Source: an optimization exercise on an open RTL-to-GDS flow (aim: small area and few clock cycles per item). Production flows keep margins and buffers that such runs may drop.
Function was checked by simulation only, so behaviour that the tests miss may differ from the original.
Power and IR drop assume default switching activity.

==> flow/design.v, too long to show whole: its modules and the start of the top module <==
// module pipeline_division: 1685 lines
// module pipeline_division_steps_1_6: 125 lines
// module pipeline_division_steps_7_10: 152 lines
// module pipeline_division_steps_11_13: 153 lines
// module pipeline_division_steps_14_16: 187 lines
module pipeline_division #(
  parameter int DIVINDED_WIDTH = 32,
  parameter int DIVISOR_WIDTH  = 32
)(
  input                           clk_i,
  input                           rst_i,
  input  [DIVINDED_WIDTH - 1 : 0] divinded_i,
  input  [DIVISOR_WIDTH - 1 : 0]  divisor_i,
  input                           valid_i,
  output                          ready_o,
  output [DIVINDED_WIDTH - 1 : 0] quotient_o,
  output [DIVISOR_WIDTH - 1 : 0]  reminder_o,
  output                          valid_o,
  input                           ready_i
);
  // ...
==> flow/run.sh <==
#!/bin/bash
# synth_recipe.tcl (not shown) runs the flow's synth.tcl, then flattens the netlist and writes it again
# the make line also repeats each setting of config.mk as NAME=value (left out here)
make -C /OpenROAD-flow-scripts/flow DESIGN_CONFIG=/design/flow/config.mk WORK_HOME=/design/flow/orfs CLKGATE_MAP_FILE= SYNTH_SCRIPT=/design/flow/synth_recipe.tcl finish
==> flow/config.mk <==
export PLATFORM = sky130hd
export DESIGN_NAME = pipeline_division
export DESIGN_NICKNAME = pipeline_division
export VERILOG_FILES = /design/flow/design.v
export SDC_FILE = /design/flow/constraint.sdc
export NUM_CORES = 4
export LEC_CHECK = 0
export ABC_AREA = 1
export CAP_MARGIN = 20
export CORE_MARGIN = 2
export CORE_UTILIZATION = 65
export CTS_BUF_LIST = sky130_fd_sc_hd__clkbuf_8
export CTS_CLUSTER_SIZE = 20
export PLACE_DENSITY = 0.75
export SLEW_MARGIN = 20
export SYNTH_HIERARCHICAL = 1
==> flow/constraint.sdc <==
create_clock -name core_clock -period 5.0 [get_ports {clk_i}]
set_input_delay 1.0000 -clock core_clock [delete_from_list [all_inputs] [get_ports {clk_i}]]
set_output_delay 1.0000 -clock core_clock [all_outputs]
set_load 0.01 [all_outputs]
==> impl_results.md, run 1 <==
* Status: no timing/DRC/antenna violations
* P_clk at 6.97 mW
* Dpl cells at 8,783
* Critical Path Max Stage Delay at 530 ps
* Post-synth top area share at 47.65%
* Rows at 113
* Register area at 29,760 um^2
* Synth Area in Compound Gates at 5.333%
* Nets at 7,780
* Via density at 5.339
* Count of cell types in the netlist at 75
* Tmin final at 4647 ps
* Comb group at 25.0 mW
* CP Launch Point: dv_1[1]$_DFFE_PP_
* Final WS setup at 353.1 ps
* Async S/R FF share, synth at 1.208%
* Area after DPL at 64,230 um^2
* Hold_sp: sh_2[27]$_DFFE_PP_
* Inverters at 1,043
* Power Dens Cells at 720.7 nW/um^2
* Sequential power at 16.9 mW
* Seq pwr share at 34.5%
* Ranking of synthesized cells by area: edfxtp_1, nand2_1, nand3_1
* Final worst-path cycle share at 92.94%
* Gr busiest metal: met2
* Clk cell area share at 4.743%
* Crit start category: flop
* Filler Cell Count at 7,162
* Synth warnings at 7
* Fmax at 215.2 MHz
* Final design area excluding fillers at 67,790 um^2
* Max-cap violation count at 0
* FF-to-FF setup slack at 350 ps
* WL final at 129,100 um
* Peak supply drop at 531.7 uV
* # IOs at 134
* Met1 Use GR at 30.55%
* Signal buf overhead at 3.981%
* Post-synthesis adder-cell area fraction at 0.01821%
Testbench counts, summed over its fixed seeds: cycles 4,048, items 4,000.
==> run 2: changes to the inputs <==
--- a/flow/config.mk
+++ b/flow/config.mk
@@ -11,6 +11,7 @@
 export CORE_UTILIZATION = 65
 export CTS_BUF_LIST = sky130_fd_sc_hd__clkbuf_8
 export CTS_CLUSTER_SIZE = 20
+export GPL_TIMING_DRIVEN = 0
 export PLACE_DENSITY = 0.75
 export SLEW_MARGIN = 20
 export SYNTH_HIERARCHICAL = 1
==> run 2 against run 1 <==
  * Critical path type is now input pin to output port
  * Sequential share of layout area decreased by 0.49 points
  * Wire length increased by 5.2%
  * Setup slack got worse by 160 ps
==> impl_results.md, run 2 <==
* Ranking of synthesized cells by area: edfxtp_1, nand2_1, nand3_1 (unchanged)
* Core area at 94,590 um^2 (unchanged)
* Final worst-path cycle share at 96.11% (was 92.94%)
* Yosys top cell by area: edfxtp_1 (unchanged)
* Worst EP arrival at 3810 ps (was 5240 ps)
* CTS Root Cell: clkbuf_8 (unchanged)
* Syn Inst Count at 7,474 (unchanged)
* Vias in the first global route at 47,100 (was 45,600)
* Peak supply drop at 388.8 uV (was 531.7 uV)
* Max-Slew Margin vs Limit at 38.07% (was 41.07%)
* Count of cell types in the netlist at 75 (unchanged)
* Synth warnings at 7 (unchanged)
* Fmax at 208.1 MHz (was 215.2 MHz)
* Most frequent cell after synthesis: nand2_1 (unchanged)
* Remaining Overflow, GRT at 0 (unchanged)
* Die X at 312.4 um (unchanged)
* Worst-skew pair later-pin latency at 860 ps (about the same)
* Register area at 29,760 um^2 (unchanged)
* Most common cell after layout, fill and taps aside: nand2_1 (unchanged)
* WL/cell at 14.75 um (was 14.17 um)
* Rows at 113 (unchanged)
* Crit Path Class: input pin to output port (was flop to flop)
* Sequential-to-total area share from yosys stat at 48.14% (unchanged)
* Post-Place Setup Slack at -319.4 ps (was -78.23 ps)
* Crit start category: input pin (was flop)
* Async S/R FF share, synth at 1.208% (unchanged)
* Antenna-violating nets left at 0 (unchanged)
* CTS buffer count at 164 (was 162)
* DRT iter0 DRCs at 3,012 (was 3,141)
* I/O Buffers at 107 (was 133)
* Slew Limit Fails at 0 (unchanged)
* CP Data Required Time at 4000 ps (was 5600 ps)
* Fin Setup TNS at 0 ps (unchanged)
* Clock buffer depth at 3 (unchanged)
* Antenna violations before repair at 1 (unchanged)
* Tot GR Track Use at 27.62% (was 26.55%)
* Most frequent cells in the layout: nand2_1, inv_1, edfxtp_1, nand3_1, nor2_1 (was nand2_1, edfxtp_1, inv_1, nand3_1, nor2_1)
* H-tree Lvls at 4 (unchanged)
* Filler Cell Count at 7,223 (was 7,162)
* Nets at 7,874 (was 7,780)
* Worst setup EP type: output port (was flop)
* Pin count of the biggest net entering global routing at 157 (was 154)
* Syn Nets at 7,542 (unchanged)
* Syn avg cell area at 8.272 um^2 (unchanged)
* Number of synthesized flops with an enable pin at 981 (unchanged)
* Status: no timing/DRC/antenna violations (unchanged)
* Post-synth top area share at 47.65% (unchanged)
* Setup Viol. Count Final at 0 (unchanged)
* RSZ-0062 raised after global routing: true
* Placer Congestion at 0.9101 (was 0.9015)
* Leakage power total at 32.18 nW (was 31.63 nW)
* WL final at 135,700 um (was 129,100 um)
* Proportion of layout cells with a drive suffix above 1 at 12.13% (was 10.79%)
* # IOs at 134 (unchanged)
* Multi-input gate area at 26,740 um^2 (was 26,600 um^2)
* First-pass GRT wire length at 219,600 um (was 212,900 um)
* Post-DP HPWL at 104,000 um (was 98,670 um)
* Max-cap violation count at 0 (unchanged)
* Crit Path Max Fanout at 90 (was 17)
* Via density at 5.371 (was 5.339)
* Most frequent cells after synthesis: nand2_1, edfxtp_1, inv_1 (unchanged)
* Top_reg_cell synth: edfxtp_1 (unchanged)
* Worst min-delay path category: input pin to flop (was flop to flop)
* Tmin final at 4805 ps (was 4647 ps)
* Drt first pass iters at 6 (unchanged)
* Reg2Reg Depth at 37 (was 34)
* Synthesized area at 61,820 um^2 (unchanged)
* Final hold violations at 0 (unchanged)
* Initial Util at 65.36% (unchanged)
* Clock sinks at 993 (unchanged)
* DRC viols at 0 (unchanged)
* Worst-margin pin slew at 929.0 ps (was 884.0 ps)
* Synthesis-stage register bit count at 993 (unchanged)
* Worst-path clk slew at 50 ps (was 60 ps)
* CTS tree: done (unchanged)
* Die area at 97,590 um^2 (unchanged)
* Die Ht at 312.4 um (unchanged)
* Routed via count at 49,440 (was 48,640)
* Hold-critical path depth at 1 (was 0)
* Area growth, synth to finish at 10.88% (was 9.654%)
* Power Dens Cells at 721.4 nW/um^2 (was 720.7 nW/um^2)
* Final WS setup at 194.6 ps (was 353.1 ps)
* Worst clock skew at 48.38 ps (was 26.37 ps)
run 2: kinds of logic after synthesis:
logic type | count (synthesis) | share of synthesized area [%]
flops | 993 | 48.14
simple gates | 4196 | 30.70
mux | 8 | 0.1457
compound gates | 557 | 5.333
xor+xnor | 459 | 6.576
fa+ha+maj | 1 | 0.01821
buf+inv | 1260 | 9.095
run 2: cell type report:
class | count | share of cell area (%)
sequential | 993 | 43.41
multi-input combinational | 5222 | 39.01
buffer | 217 | 2.513
clock inverter | 133 | 1.166
tap | 1265 | 2.309
inverter | 1043 | 5.770
antenna | 2 | 0.007301
timing repair buffer | 165 | 2.523
clock buffer | 164 | 3.293
run 2: metal layers:
metal / vias up / wire length [um] / part of all wire, % / global-route usage [%]
li1: 25150 / - / - / -
met1: 22680 / 52200 / 38 / 29.56
met2: 1188 / 69840 / 51 / 51.34
met3: 416 / 5445 / 4.0 / 3.796
met4: 0 / 8240 / 6.1 / 16.94
met5: - / 0 / 0 / 0
run 2: what timing repair did:
action	in CTS	in global routing
endpoints found under the setup margin	2	109
gates cloned	1	6
buffers inserted	0	44
hold buffers	0	0
resized for setup	1	80
pin swaps	0	26
run 2: path summary, 6_finish.rpt:
path,from,endpoint,slack (ps)
setup / recovery,ready_i,ready_o,190
hold / removal,divinded_i[19],sh_0[25]$_DFFE_PP_,320
setup reg to reg,dv_0[6]$_DFFE_PP_,rem_1[1]$_DFFE_PP_,240
hold reg to reg,sh_9[17]$_DFFE_PP_,sh_10[19]$_DFFE_PP_,400
max in group asynchronous,rst_i,vld[5]$_DFFE_PP0P_,4250
min in group asynchronous,rst_i,vld[7]$_DFFE_PP0P_,460
run 2: report_power, final:
part           total (mW)  switching, mW  internal [mW]
registers            16.8           2.58           14.2
logic                25.9           17.0           8.90
clock network        6.70           3.32           3.37
total                49.4           22.9           26.5
run 2: Yosys stat by module (local to each module, per instance):
module / copies in the design / flip-flops and latches
pipeline_division_steps_1_6: 1 / 0
pipeline_division_steps_7_10: 1 / 0
pipeline_division_steps_11_13: 1 / 0
pipeline_division: 1 / 993
pipeline_division_steps_14_16: 1 / 0
run 2: critical path: stages:
cell             delay (ps)
clkdlybuf4s50_1         450
inv_1                    40
nand2_1                 320
clkbuf_16               380
buf_16                  340
buf_16                  380
clkdlybuf4s50_1         630
run 2: metrics by stage:
stage	utilization [%]	hold WS, ps	std cells	power [mW]	area, um^2
6_report	72.47	321.6	9204	49.45	68550
5_1_grt	72.47	272.5	9203	53.83	68550
4_1_cts	71.68	241.3	9152	49.12	67800
3_5_place_dp	68.40	404.5	8854	42.23	64700
2_1_floorplan	-	400.3	7474	36.08	61840
3_3_place_gp	68.19	400.6	8846	41.51	64500
==> run 3: changes to the inputs <==
--- a/flow/config.mk
+++ b/flow/config.mk
@@ -8,10 +8,9 @@
 export ABC_AREA = 1
 export CAP_MARGIN = 20
 export CORE_MARGIN = 2
-export CORE_UTILIZATION = 65
+export CORE_UTILIZATION = 75
 export CTS_BUF_LIST = sky130_fd_sc_hd__clkbuf_8
 export CTS_CLUSTER_SIZE = 20
-export GPL_TIMING_DRIVEN = 0
-export PLACE_DENSITY = 0.75
+export PLACE_DENSITY = 0.85
 export SLEW_MARGIN = 20
 export SYNTH_HIERARCHICAL = 1
==> run 3 against run 2 <==
  * Sequential power hardly changed
  * Largest power group unchanged
  * First-iteration DRC count is 22% higher
  * Non-clock buffer count is 119 lower
  * Synthesized area stayed put
  * Clock power is 2% higher
  * Register-to-register slack worse by 20 ps
  * Via count is 2.2% higher
  * Clock skew is 8.7 ps higher
  * Combinational power is 2% lower
  * Critical path type is now flop to flop
  * Maximum frequency is 0.47% higher
==> impl_results.md, run 3 <==
* Seq pwr share at 34.5% (was 34.0%)
* Drt first pass iters at 6 (unchanged)
* Hold-critical path depth at 0 (was 1)
* Worst setup EP type: flop (was output port)
* Switch share at 46.71% (was 46.38%)
* Fin Setup TNS at 0 ps (unchanged)
* Setup Viol. Count Final at 0 (unchanged)
* Final worst-path cycle share at 95.66% (was 96.11%)
* Antenna violations before repair at 4 (was 1)
* Most common cell after layout, fill and taps aside: nand2_1 (unchanged)
* Vias in the first global route at 48,650 (was 47,100)
* Core area at 81,850 um^2 (was 94,590 um^2)
* CTS buffer count at 161 (was 164)
* Die X at 291.1 um (was 312.4 um)
* Remaining Overflow, GRT at 0 (unchanged)
* Synth Area in Compound Gates at 5.333% (unchanged)
* DRT iter0 DRCs at 3,688 (was 3,012)
* Crit start category: flop (was input pin)
* Post-synth top area share at 47.65% (unchanged)
* Slew Limit Fails at 0 (unchanged)
* Yosys top cell by area: edfxtp_1 (unchanged)
* Peak supply drop at 778.5 uV (was 388.8 uV)
* Ranking of synthesized cells by area: edfxtp_1, nand2_1, nand3_1 (unchanged)
* Most frequent CP cell: nand2_1
* Rows at 105 (was 113)
* Count of cell types in the netlist at 75 (unchanged)
* FF-to-FF Start: dv_2[2]$_DFFE_PP_ (was dv_0[6]$_DFFE_PP_)
* Most frequent cell after synthesis: nand2_1 (unchanged)
* Critical Path Max Stage Delay at 520 ps (was 630 ps)
* Syn Inst Count at 7,474 (unchanged)
* CTS tree: done (unchanged)
* Gate power share at 51.5% (was 52.4%)
* Met1 Use GR at 34.49% (was 29.56%)
* Hold buffers post-CTS at 0 (unchanged)
* WL/cell at 15.65 um (was 14.75 um)
* Die area at 84,740 um^2 (was 97,590 um^2)
* FF-to-FF setup slack at 220 ps (was 240 ps)
* Worst-margin pin slew at 823.8 ps (was 929.0 ps)
* Die Ht at 291.1 um (was 312.4 um)
* Leakage power total at 31.45 nW (was 32.18 nW)
* Area growth, synth to finish at 8.610% (was 10.88%)
* Crit Path Class: flop to flop (was input pin to output port)
* Crit Path Max Fanout at 18 (was 90)
* Filler Cell Count at 5,173 (was 7,223)
* Max-Slew Margin vs Limit at 45.08% (was 38.07%)
* DRC viols at 0 (unchanged)
* Post-DP HPWL at 102,500 um (was 104,000 um)
* Via density at 5.689 (was 5.371)
* Net load switching power at 23.02 mW (was 22.94 mW)
* Clock sinks at 993 (unchanged)
* Met3 Use GR at 5.055% (was 3.796%)
* CP Data Required Time at 5580 ps (was 4000 ps)
* Top_reg_cell synth: edfxtp_1 (unchanged)
* Hold_ws at 362.9 ps (was 321.6 ps)
* Pin count of the biggest net entering global routing at 161 (was 157)
* Number of synthesized flops with an enable pin at 981 (unchanged)
* First-pass GRT wire length at 223,300 um (was 219,600 um)
* Tmin final at 4783 ps (was 4805 ps)
* Clock network power share at 13.9% (was 13.5%)
* Worst-skew pair later-pin latency at 880 ps (was 860 ps)
* Worst-path clk slew at 130 ps (was 50 ps)
* Synth warnings at 7 (unchanged)
* Routed via count at 50,540 (was 49,440)
* Hold_sp: sh_0[22]$_DFFE_PP_ (was divinded_i[19])
* Crit path buf inv count at 5 (was 6)
* Combinational family with the most area after synthesis: simple AND/OR/NAND/NOR gates (unchanged)
* Slowest stage cell, crit path: edfxtp_1 (was clkdlybuf4s50_1)
* WL final at 139,100 um (was 135,700 um)
* Post-synthesis adder-cell area fraction at 0.01821% (unchanged)
* Gr busiest metal: met2 (unchanged)
* Initial Util at 75.53% (was 65.36%)
* P_int at 26.26 mW (was 26.51 mW)
* Worst clock skew at 57.10 ps (was 48.38 ps)
* Sequential-to-total area share from yosys stat at 48.14% (unchanged)
* Nets at 7,753 (was 7,874)
* Async S/R FF share, synth at 1.208% (unchanged)
* Multiplexer area fraction after synthesis at 0.1457% (unchanged)
* Proportion of layout cells with a drive suffix above 1 at 10.22% (was 12.13%)
* Worst min-delay path category: flop to flop (was input pin to flop)
* Final hold violations at 0 (unchanged)
* # IOs at 134 (unchanged)
* Antenna-violating nets left at 0 (unchanged)
* Max-cap violation count at 0 (unchanged)
* Synth Area in Simple Gates at 30.70% (unchanged)
* Placer Congestion at 0.9276 (was 0.9101)
* Xor/xnor share of the synthesized area at 6.576% (unchanged)
* I/O Buffers at 133 (was 107)
* Fmax at 209.1 MHz (was 208.1 MHz)
* Syn Nets at 7,542 (unchanged)
* Synthesized area at 61,820 um^2 (unchanged)
* CTS Root Cell: clkbuf_8 (unchanged)
* Clock buffer depth at 3 (unchanged)
* Worst EP arrival at 5360 ps (was 3810 ps)
* Status: no timing/DRC/antenna violations (unchanged)
* FF-to-FF End: rem_3[14]$_DFFE_PP_ (was rem_1[1]$_DFFE_PP_)
* H-tree Lvls at 4 (unchanged)
* Synthesis-stage register bit count at 993 (unchanged)
* Reg2Reg Depth at 40 (was 37)
* Hold endpoint: sh_1[26]$_DFFE_PP_ (was sh_0[25]$_DFFE_PP_)
* Syn avg cell area at 8.272 um^2 (unchanged)
* Power Dens Cells at 734.0 nW/um^2 (was 721.4 nW/um^2)
* Tot GR Track Use at 32.24% (was 27.62%)
* Most frequent cells after synthesis: nand2_1, edfxtp_1, inv_1 (unchanged)
* Critical path's top delay family: simple AND/OR/NAND/NOR gates (was buffers and inverters)
* Most frequent cells in the layout: nand2_1, inv_1, edfxtp_1, nand3_1, nor2_1 (unchanged)
* Met2 usage at 59.69% (was 51.34%)
[run 3: cell families (layout without fill, tap and decap cells)]
family | count (synthesis) | in the layout
xor+xnor | 459 | 459
buf+inv | 1260 | 1596
mux | 8 | 8
other cells | 0 | 2
compound gates | 557 | 558
fa+ha+maj | 1 | 1
simple gates | 4196 | 4197
flops | 993 | 993
[run 3: worst max-delay path by stage]
| stage | from | endpoint | cells past startpoint |
|---|---|---|---|
| 3_5_place_dp | divisor_i[16] | rem_0[0]$_DFFE_PP_ | 35 |
| 3_3_place_gp | divisor_i[16] | rem_0[4]$_DFFE_PP_ | 33 |
| 5_1_grt | dv_2[1]$_DFFE_PP_ | rem_3[14]$_DFFE_PP_ | 38 |
| 6_report | dv_2[2]$_DFFE_PP_ | rem_3[14]$_DFFE_PP_ | 40 |
| 2_1_floorplan | ready_i | ready_o | 3 |
| 4_1_cts | dv_0[8]$_DFFE_PP_ | rem_1[0]$_DFFE_PP_ | 35 |
[run 3: per-module statistics from Yosys (local to each module, per instance)]
module,times used,flops+latches
pipeline_division_steps_1_6,1,0
pipeline_division_steps_11_13,1,0
pipeline_division_steps_14_16,1,0
pipeline_division_steps_7_10,1,0
pipeline_division,1,993
[run 3: power by group through the flow]
stage / logic, mW / registers (mW) / clock network [mW]
after floorplan: 19.8 / 16.3 / 0
after global placement: 23.6 / 16.8 / 0
after detailed placement: 24.8 / 17.1 / 0
after CTS: 25.0 / 17.0 / 6.95
after global routing: 28.7 / 17.4 / 7.29
final: 25.4 / 17.0 / 6.86
[run 3: layout make-up]
class                           instances  area [um^2]  share of cell area (%)
Timing Repair Buffer                  263         2470                   3.678
Inverter                             1043         3939                   5.866
Sequential cell                       993        29760                   44.32
Clock inverter                        128        857.1                   1.276
Tap cell                             1070         1339                   1.994
Clock buffer                          162         2230                   3.321
Antenna cell                            2        5.005                0.007454
Multi-Input combinational cell       5223        26550                   39.54
[run 3: repair_timing]
action,CTS,global route
buffers inserted,0,32
endpoints found under the setup margin,0,45
gates resized for setup,0,18
[run 3: layer usage]
| layer | vias to the layer above | share of wire [%] |
|---|---|---|
| met1 | 23350 | 37 |
| met2 | 1748 | 52 |
| met5 | - | 0.031 |
| li1 | 24920 | - |
| met3 | 521 | 5.2 |
| met4 | 6 | 6.2 |
[run 3: stage by stage]
| step | setup slack [ps] | util (%) | total power, mW | area, um^2 | cells |
|---|---|---|---|---|---|
| floorplan | 307.3 | - | 36.08 | 61840 | 7474 |
| global placement | 1.842 | 77.84 | 40.47 | 63710 | 8558 |
| finish | 217.1 | 82.04 | 49.28 | 67140 | 8884 |
| detailed placement | -123.8 | 77.84 | 41.83 | 63710 | 8558 |
| global route | -222.8 | 82.03 | 53.34 | 67140 | 8883 |
| CTS | 123.4 | 81.62 | 48.88 | 66800 | 8848 |
[run 3: worst reg2reg max path: cells and delay by family (launching register included)]
kind / cells / cell delay [ps]
buffers and inverters: 5 / 420
DFF: 1 / 520
AOI/OAI and AO/OA: 1 / 160
and+or+nand+nor: 34 / 3430
==> run 4: changes to the inputs <==
--- a/flow/config.mk
+++ b/flow/config.mk
@@ -8,9 +8,10 @@
 export ABC_AREA = 1
 export CAP_MARGIN = 20
 export CORE_MARGIN = 2
-export CORE_UTILIZATION = 75
+export CORE_UTILIZATION = 65
 export CTS_BUF_LIST = sky130_fd_sc_hd__clkbuf_8
-export CTS_CLUSTER_SIZE = 20
-export PLACE_DENSITY = 0.85
+export CTS_CLUSTER_DIAMETER = 80
+export CTS_CLUSTER_SIZE = 16
+export PLACE_DENSITY = 0.75
 export SLEW_MARGIN = 20
 export SYNTH_HIERARCHICAL = 1
==> run 4 against run 3 <==
  * Critical path depth is 8 lower
  * Register-to-register slack better by 80 ps
  * Still clean
  * Via count is 5.1% lower
  * Maximum frequency is 1.7% higher
  * Synthesized area stayed put
  * First-iteration DRC count is 18% lower
  * Sequential share of layout area is 0.87 points higher
  * Wire length is 8.2% lower
==> impl_results.md, run 4 <==
* Final hold violations at 0 (unchanged)
* Remaining Overflow, GRT at 0 (unchanged)
* FF-to-FF setup slack at 300 ps (was 220 ps)
* Met3 routed WL at 4529 um (was 7289 um)
* Gate power share at 54.6% (was 51.5%)
* Crit Path Class: flop to flop (unchanged)
* # IOs at 134 (unchanged)
* Synthesized area at 61,820 um^2 (unchanged)
* CTS buffer count at 74 (was 161)
* Syn avg cell area at 8.272 um^2 (unchanged)
* Worst-skew pair later-pin latency at 780 ps (was 880 ps)
* Die area at 97,590 um^2 (was 84,740 um^2)
* Hold-critical path depth at 0 (unchanged)
* Worst-margin pin slew at 874.9 ps (was 823.8 ps)
* Leakage power total at 30.57 nW (was 31.45 nW)
* Top_reg_cell synth: edfxtp_1 (unchanged)
* Multiplexer area fraction after synthesis at 0.1457% (unchanged)
* DRC viols at 0 (unchanged)
* Most frequent cells after synthesis: nand2_1, edfxtp_1, inv_1 (unchanged)
* Clock buffer depth at 3 (unchanged)
* Fmax at 212.6 MHz (was 209.1 MHz)
* Final worst-path cycle share at 94.07% (was 95.66%)
* Fin Setup TNS at 0 ps (unchanged)
* Critical path's top delay family: simple AND/OR/NAND/NOR gates (unchanged)
* Die Ht at 312.4 um (was 291.1 um)
* Multi-input gate area at 26,610 um^2 (was 26,550 um^2)
* Hold_ws at 393.9 ps (was 362.9 ps)
* Switch share at 47.13% (was 46.71%)
* Total power at 45.89 mW (was 49.28 mW)
* Proportion of layout cells with a drive suffix above 1 at 9.434% (was 10.22%)
* DRT iter0 DRCs at 3,041 (was 3,688)
* Via density at 5.377 (was 5.689)
* Post-synth top area share at 47.65% (unchanged)
* Yosys top cell by area: edfxtp_1 (unchanged)
* Synth Area in Compound Gates at 5.333% (unchanged)
* WL final at 127,600 um (was 139,100 um)
* Worst EP arrival at 5210 ps (was 5360 ps)
* Met2 Wirelength at 66,050 um (was 71,790 um)
* Register area at 29,760 um^2 (unchanged)
* Crit Path Max Fanout at 17 (was 18)
* P_int at 24.26 mW (was 26.26 mW)
* Routed via count at 47,970 (was 50,540)
* Combinational family with the most area after synthesis: simple AND/OR/NAND/NOR gates (unchanged)
* Syn Inst Count at 7,474 (unchanged)
* FF-to-FF End: rem_2[1]$_DFFE_PP_ (was rem_3[14]$_DFFE_PP_)
* Peak supply drop at 511.7 uV (was 778.5 uV)
* Count of cell types in the netlist at 75 (unchanged)
* Drt first pass iters at 6 (unchanged)
* CP Data Required Time at 5500 ps (was 5580 ps)
* Antenna-violating nets left at 0 (unchanged)
* Seq pwr share at 36.6% (was 34.5%)
* Tmin final at 4703 ps (was 4783 ps)
* Hold endpoint: sh_8[6]$_DFFE_PP_ (was sh_1[26]$_DFFE_PP_)
* Slowest stage cell, crit path: edfxtp_1 (unchanged)
* Syn Nets at 7,542 (unchanged)
* Post-synthesis adder-cell area fraction at 0.01821% (unchanged)
* Critical Path Max Stage Delay at 520 ps (about the same)
* Net load switching power at 21.63 mW (was 23.02 mW)
* RSZ-0062 raised after global routing: true
* Finished Layout Cells at 8,920 (was 8,884)
* Core area at 94,590 um^2 (was 81,850 um^2)
* WL/cell at 14.31 um (was 15.65 um)
* H-tree Lvls at 3 (was 4)
* Worst min-delay path category: flop to flop (unchanged)
* Tot GR Track Use at 26.16% (was 32.24%)
* Worst-path clk slew at 100 ps (was 130 ps)
* Synth warnings at 7 (unchanged)
* Reg2Reg Depth at 32 (was 40)
* Setup Viol. Count Final at 0 (unchanged)
* CTS tree: done (unchanged)
* Post-layout util at 69.63% (was 82.04%)
* First-pass GRT wire length at 210,400 um (was 223,300 um)
* Max-cap violation count at 0 (unchanged)
* Placer Congestion at 0.9015 (was 0.9276)
* CTS Root Cell: clkbuf_8 (unchanged)
* Clock sinks at 993 (unchanged)
* Ranking of synthesized cells by area: edfxtp_1, nand2_1, nand3_1 (unchanged)
* Async S/R FF share, synth at 1.208% (unchanged)
* Max-Slew Margin vs Limit at 41.67% (was 45.08%)
* Status: no timing/DRC/antenna violations (unchanged)
* Slew Limit Fails at 0 (unchanged)
* Hold buffers post-CTS at 0 (unchanged)
* Dpl cells at 8,783 (was 8,558)
* Most common cell after layout, fill and taps aside: nand2_1 (unchanged)
* Power Dens Cells at 696.8 nW/um^2 (was 734.0 nW/um^2)
* Nets at 7,698 (was 7,753)
* Die X at 312.4 um (was 291.1 um)
* Antenna violations before repair at 1 (was 4)
* Xor/xnor share of the synthesized area at 6.576% (unchanged)
* Synthesis-stage register bit count at 993 (unchanged)
* Initial Util at 65.36% (was 75.53%)
* Most frequent CP cell: nand2_1 (unchanged)
* Pin count of the biggest net entering global routing at 154 (was 161)
* Hold_sp: sh_7[4]$_DFFE_PP_ (was sh_0[22]$_DFFE_PP_)
* Crit path buf inv count at 3 (was 5)
* Sequential-to-total area share from yosys stat at 48.14% (unchanged)
* Area growth, synth to finish at 6.529% (was 8.610%)
* Crit start category: flop (unchanged)
* Post-DP HPWL at 98,670 um (was 102,500 um)
* Synth Area in Simple Gates at 30.70% (unchanged)
* Most frequent cells in the layout: nand2_1, edfxtp_1, inv_1, nand3_1, nor2_1 (was nand2_1, inv_1, edfxtp_1, nand3_1, nor2_1)
* Rows at 113 (was 105)
* Worst clock skew at 46.71 ps (was 57.10 ps)
* Clock network power share at 8.8% (was 13.9%)
* Most frequent cell after synthesis: nand2_1 (unchanged)
* Number of synthesized flops with an enable pin at 981 (unchanged)
* Vias in the first global route at 44,800 (was 48,650)
* Max Used Layer: met4 (was met5)
* I/O Buffers at 133 (unchanged)
* WL met1 at 52,240 um (was 51,300 um)
* Filler Cell Count at 7,320 (was 5,173)
* Worst setup EP type: flop (unchanged)
* FF-to-FF Start: dv_1[6]$_DFFE_PP_ (was dv_2[2]$_DFFE_PP_)
run 4: cell counts after synthesis:
No cell type changed its count.
run 4: worst max-delay path by stage:
stage / start / end / slack [ps] / depth (start not counted)
final: dv_1[6]$_DFFE_PP_ / rem_2[1]$_DFFE_PP_ / 300 / 32
after global routing: dv_1[6]$_DFFE_PP_ / rem_2[1]$_DFFE_PP_ / -40 / 33
after CTS: dv_0[14]$_DFFE_PP_ / rem_1[7]$_DFFE_PP_ / 120 / 33
after detailed placement: divisor_i[10] / rem_0[1]$_DFFE_PP_ / -80 / 35
after global placement: divisor_i[10] / rem_0[4]$_DFFE_PP_ / 20 / 33
after floorplan: ready_i / ready_o / 310 / 3
run 4: final cells by class:
type,instances,share of cell area [%]
Inverter,1043,5.975
Clock inverter,22,0.2470
Timing Repair Buffer,293,4.168
Clock buffer,77,1.609
Tap cell,1265,2.403
Sequential cell,993,45.19
Antenna cell,2,0.007599
Multi-Input combinational cell,5225,40.40
run 4: stage by stage:
stage	setup slack, ps	area (um^2)
3_5_place_dp	-78.23	64230
2_1_floorplan	307.3	61840
6_report	296.6	65860
3_3_place_gp	22.46	64230
5_1_grt	-43.33	65860
4_1_cts	119.5	65460
run 4: logic make-up after synthesis:
kind of cell    after synthesis
fa+ha+maj                     1
xor+xnor                    459
mux                           8
compound gates              557
simple gates               4196
flops                       993
buf+inv                    1260
run 4: per-layer routing:
layer | track usage (%) | vias to the layer above
met5 | 0 | -
met4 | 10.85 | 0
met3 | 2.541 | 267
met2 | 48.75 | 918
met1 | 30.75 | 22080
li1 | - | 24700
run 4: worst reg2reg max path: cells and delay by family (launching register included):
| family | cells | cell delay (ps) |
|---|---|---|
| AND/OR/NAND/NOR | 26 | 2750 |
| AO/OA/AOI/OAI | 2 | 410 |
| flip-flops | 1 | 520 |
| buffers and inverters | 3 | 580 |
| XOR/XNOR | 1 | 180 |
run 4: modules after synthesis, one instance, submodules excluded:
module | flip-flops and latches | copies in the design | area [um^2]
pipeline_division_steps_14_16 | 0 | 1 | 3129
pipeline_division | 993 | 1 | 51870
pipeline_division_steps_11_13 | 0 | 1 | 2564
pipeline_division_steps_7_10 | 0 | 1 | 2571
pipeline_division_steps_1_6 | 0 | 1 | 1683
run 4: power groups by stage:
stage / registers [mW] / logic [mW] / clock network, mW
global route: 17.3 / 28.6 / 4.44
global placement: 16.9 / 24.0 / 0
CTS: 16.8 / 24.8 / 4.18
detailed placement: 17.0 / 24.7 / 0
finish: 16.8 / 25.0 / 4.04
floorplan: 16.3 / 19.8 / 0
run 4: what timing repair did:
action / CTS / global route
endpoints found under the setup margin: 0 / 41
resized for setup: 0 / 27
setup buffers: 0 / 32
==> run 5: changes to the inputs <==
--- a/flow/config.mk
+++ b/flow/config.mk
@@ -8,10 +8,10 @@
 export ABC_AREA = 1
 export CAP_MARGIN = 20
 export CORE_MARGIN = 2
-export CORE_UTILIZATION = 65
+export CORE_UTILIZATION = 70
 export CTS_BUF_LIST = sky130_fd_sc_hd__clkbuf_8
 export CTS_CLUSTER_DIAMETER = 80
 export CTS_CLUSTER_SIZE = 16
-export PLACE_DENSITY = 0.75
+export PLACE_DENSITY = 0.8
 export SLEW_MARGIN = 20
 export SYNTH_HIERARCHICAL = 1
==> run 5 against run 4 <==
  * Via count rose by 2.1%
  * Largest power group unchanged
  * Die area fell by 7.1%
  * Wire length rose by 4.7%
  * Power rose by 0.76%
  * Worst hold slack improved by 11 ps
  * Sequential share of layout area rose by 0.10 points
  * Combinational power barely moved
  * Setup slack improved by 36 ps
  * Highest routed layer unchanged
  * Still clean
  * Non-clock buffer count fell by 3
==> impl_results.md, run 5 <==
* Status: no timing/DRC/antenna violations (unchanged)
* Most frequent cells in the layout: nand2_1, edfxtp_1, inv_1, nand3_1, nor2_1 (unchanged)
* Count of cell types in the netlist at 75 (unchanged)
* Most frequent cell after synthesis: nand2_1 (unchanged)
* Final worst-path cycle share at 93.36% (was 94.07%)
* Top_reg_cell synth: edfxtp_1 (unchanged)
* Via density at 5.564 (was 5.377)
* Antenna-violating nets left at 0 (unchanged)
* Most common cell after layout, fill and taps aside: nand2_1 (unchanged)
* Peak supply drop at 707.0 uV (was 511.7 uV)
* Slew Limit Fails at 0 (unchanged)
* DRC viols at 0 (unchanged)
* DRT iter0 DRCs at 3,425 (was 3,041)
* Multiplexer area fraction after synthesis at 0.1457% (unchanged)
* Hold endpoint: sh_7[24]$_DFFE_PP_ (was sh_8[6]$_DFFE_PP_)
* First-pass GRT wire length at 218,200 um (was 210,400 um)
* Die Ht at 301.2 um (was 312.4 um)
* Nets at 7,694 (was 7,698)
* Vias in the first global route at 46,180 (was 44,800)
* FF-to-FF End: rem_3[11]$_DFFE_PP_ (was rem_2[1]$_DFFE_PP_)
* Clock buffer depth at 3 (unchanged)
* CTS tree: done (unchanged)
* Initial Util at 70.93% (was 65.36%)
* WL/cell at 15.18 um (was 14.31 um)
* Combinational family with the most area after synthesis: simple AND/OR/NAND/NOR gates (unchanged)
* Finished Layout Cells at 8,804 (was 8,920)
* Synth Area in Compound Gates at 5.333% (unchanged)
* Leakage power total at 30.56 nW (was 30.57 nW)
* Worst-margin pin slew at 958.3 ps (was 874.9 ps)
* Crit Path Class: flop to flop (unchanged)
* Worst min-delay path category: flop to flop (unchanged)
* Final WS setup at 332.2 ps (was 296.6 ps)
* Worst EP arrival at 5180 ps (was 5210 ps)
* Hold buffers post-CTS at 0 (unchanged)
* Core area at 87,160 um^2 (was 94,590 um^2)
* Syn Nets at 7,542 (unchanged)
* Async S/R FF share, synth at 1.208% (unchanged)
* Most frequent cells after synthesis: nand2_1, edfxtp_1, inv_1 (unchanged)
* Hold_sp: sh_6[22]$_DFFE_PP_ (was sh_7[4]$_DFFE_PP_)
* Remaining Overflow, GRT at 0 (unchanged)
* Synth warnings at 7 (unchanged)
* Worst setup EP type: flop (unchanged)
* Crit Path Max Fanout at 18 (was 17)
* Most frequent CP cell: nand2_1 (unchanged)
* FF-to-FF Start: dv_2[28]$_DFFE_PP_ (was dv_1[6]$_DFFE_PP_)
* Synthesis-stage register bit count at 993 (unchanged)
* Post-Place Setup Slack at -153.5 ps (was -78.23 ps)
* Post-DP HPWL at 102,900 um (was 98,670 um)
* I/O Buffers at 133 (unchanged)
* Worst clock skew at 59.25 ps (was 46.71 ps)
* Post-layout util at 75.39% (was 69.63%)
* Max-Slew Margin vs Limit at 36.11% (was 41.67%)
* # IOs at 134 (unchanged)
* Antenna violations before repair at 2 (was 1)
* CTS Root Cell: clkbuf_8 (unchanged)
* Post-synth top area share at 47.65% (unchanged)
* Power Dens Cells at 703.6 nW/um^2 (was 696.8 nW/um^2)
* Synth Area in Simple Gates at 30.70% (unchanged)
* Syn Inst Count at 7,474 (unchanged)
* Reg2Reg Depth at 31 (was 32)
* Area growth, synth to finish at 6.290% (was 6.529%)
* H-tree Lvls at 3 (unchanged)
* Final design area excluding fillers at 65,710 um^2 (was 65,860 um^2)
* Worst-path clk slew at 100 ps (about the same)
* FF-to-FF setup slack at 330 ps (was 300 ps)
* Clock sinks at 993 (unchanged)
* Filler Cell Count at 6,417 (was 7,320)
* Worst-skew pair later-pin latency at 790 ps (was 780 ps)
* Ranking of synthesized cells by area: edfxtp_1, nand2_1, nand3_1 (unchanged)
* Drt first pass iters at 10 (was 6)
* Tot GR Track Use at 29.48% (was 26.16%)
* Hold-critical path depth at 0 (unchanged)
* Tmin final at 4668 ps (was 4703 ps)
* Die X at 301.2 um (was 312.4 um)
* WL final at 133,600 um (was 127,600 um)
* Pin count of the biggest net entering global routing at 178 (was 154)
* Die area at 90,710 um^2 (was 97,590 um^2)
* Synthesized area at 61,820 um^2 (unchanged)
* CP Data Required Time at 5510 ps (was 5500 ps)
* Area after DPL at 64,030 um^2 (was 64,230 um^2)
* Rows at 108 (was 113)
* Post-synthesis adder-cell area fraction at 0.01821% (unchanged)
* CTS buffer count at 73 (was 74)
* Yosys top cell by area: edfxtp_1 (unchanged)
* Sequential-to-total area share from yosys stat at 48.14% (unchanged)
* Final hold violations at 0 (unchanged)
* Setup Viol. Count Final at 0 (unchanged)
* Slowest stage cell, crit path: nor4_2 (was edfxtp_1)
* Placer Congestion at 0.9200 (was 0.9015)
* Xor/xnor share of the synthesized area at 6.576% (unchanged)
* Syn avg cell area at 8.272 um^2 (unchanged)
* Dpl cells at 8,668 (was 8,783)
* Routed via count at 48,980 (was 47,970)
* Max-cap violation count at 0 (unchanged)
* Number of synthesized flops with an enable pin at 981 (unchanged)
* Crit start category: flop (unchanged)
* Proportion of layout cells with a drive suffix above 1 at 9.375% (was 9.434%)
* Critical Path Max Stage Delay at 470 ps (was 520 ps)
* Fmax at 214.2 MHz (was 212.6 MHz)
[run 5: kinds of logic (layout without fill, tap and decap cells)]
family / count (synthesis) / count (layout)
multiplexers: 8 / 8
XOR/XNOR: 459 / 459
adder cells (fa/ha/maj): 1 / 1
buffers and inverters: 1260 / 1430
flip-flops: 993 / 993
AO/OA/AOI/OAI: 557 / 557
other: 0 / 1
AND/OR/NAND/NOR: 4196 / 4200
[run 5: Yosys stat by module, one instance, submodules excluded]
module,times used,flops+latches,cell area [um^2]
pipeline_division_steps_11_13,1,0,2564
pipeline_division,1,993,51870
pipeline_division_steps_7_10,1,0,2571
pipeline_division_steps_1_6,1,0,1683
pipeline_division_steps_14_16,1,0,3129
[run 5: layer usage]
layer  wire (um)  track usage [%]  share of wire, %  vias to the layer above
met4        6084            13.98               4.6                        0
met3        6281            3.242               4.7                      326
li1            -                -                 -                    24670
met2       67520            53.30                51                     1277
met5           0                0                 0                        -
met1       53750            35.09                40                    22710
[run 5: power breakdown]
part | total [mW] | switching [mW] | internal (mW)
Combinational | 25.2 | 16.8 | 8.48
Sequential | 16.9 | 2.70 | 14.2
Clock | 4.08 | 2.54 | 1.54
[run 5: layout make-up]
class                      count  area, um^2  share of cell area [%]
sequential                   993       29760                   45.29
multi-input combinational   5225       26620                   40.51
inverter                    1043        3939                   5.994
timing repair buffer         290        2716                   4.134
tap                         1155        1445                   2.199
clock buffer                  75        1032                   1.571
clock inverter                22       195.2                  0.2970
antenna                        1       2.502                0.003808
[run 5: stage by stage]
step	hold WS (ps)	setup TNS [ps]	power (mW)
detailed placement	404.5	-844.6	41.81
CTS	407.6	0	45.94
global placement	400.3	-424.2	40.73
floorplan	400.3	0	36.08
finish	404.7	0	46.24
global route	426.5	-146.6	50.47
[run 5: worst max path at each step]
stage	from	endpoint	depth (start not counted)	slack, ps
final	dv_2[28]$_DFFE_PP_	rem_3[11]$_DFFE_PP_	31	330
after CTS	dv_0[14]$_DFFE_PP_	rem_1[7]$_DFFE_PP_	35	60
after floorplan	ready_i	ready_o	3	310
after detailed placement	divisor_i[10]	rem_0[4]$_DFFE_PP_	33	-150
after global placement	divisor_i[10]	rem_0[4]$_DFFE_PP_	33	-80
after global routing	dv_0[1]$_DFFE_PP_	rem_1[6]$_DFFE_PP_	38	-30
[run 5: repair_timing]
item                       4_1_cts  5_1_grt
hold endpoints to repair         0        0
setup endpoints to repair        0       81
buffers inserted                 0       33
resized for setup                0       37
[run 5: critical path, delay by kind of cell (launching register included)]
family,cells,cell delay (ps)
AO/OA/AOI/OAI,3,460
buffers and inverters,3,440
flip-flops,1,450
AND/OR/NAND/NOR,25,3020

separate check: timing with driven ports:
The flow's constraints put no driver on any port. The routed layouts listed below were extracted and timed again, unchanged, in two steps.
Step 1, drivers: a clkbuf_16 drives clk_i and a buf_2 each remaining input, both assumed.
Step 2 also shifts input and output timing later by t, the mid clock arrival at the registers, as if the neighbouring blocks saw the same clock.
a / b / c = ideal / step 1 / step 2; a / b = the first two.
run	shift t [ns]	setup slack, ns	worst hold slack (ns)	pins driven straight from the clock port
run 1	0.919	0.353 / 0.353 / -0.088	0.407 / 0.392 / 0.407	1
run 2	0.907	0.195 / 0.165 / -0.430	0.322 / 0.276 / 0.400	1
run 3	0.907	0.217 / 0.217 / -0.172	0.363 / 0.363 / 0.363	1
run 4	0.827	0.297 / 0.297 / -0.039	0.394 / 0.394 / 0.394	1
run 5	0.824	0.332 / 0.332 / -0.173	0.405 / 0.405 / 0.405	1
With both steps, setup timing fails in every run listed, where it was met with ideal ports. For run 2, which loses most, drivers alone change the setup slack by -0.030 ns; drivers and shift together by -0.625 ns.
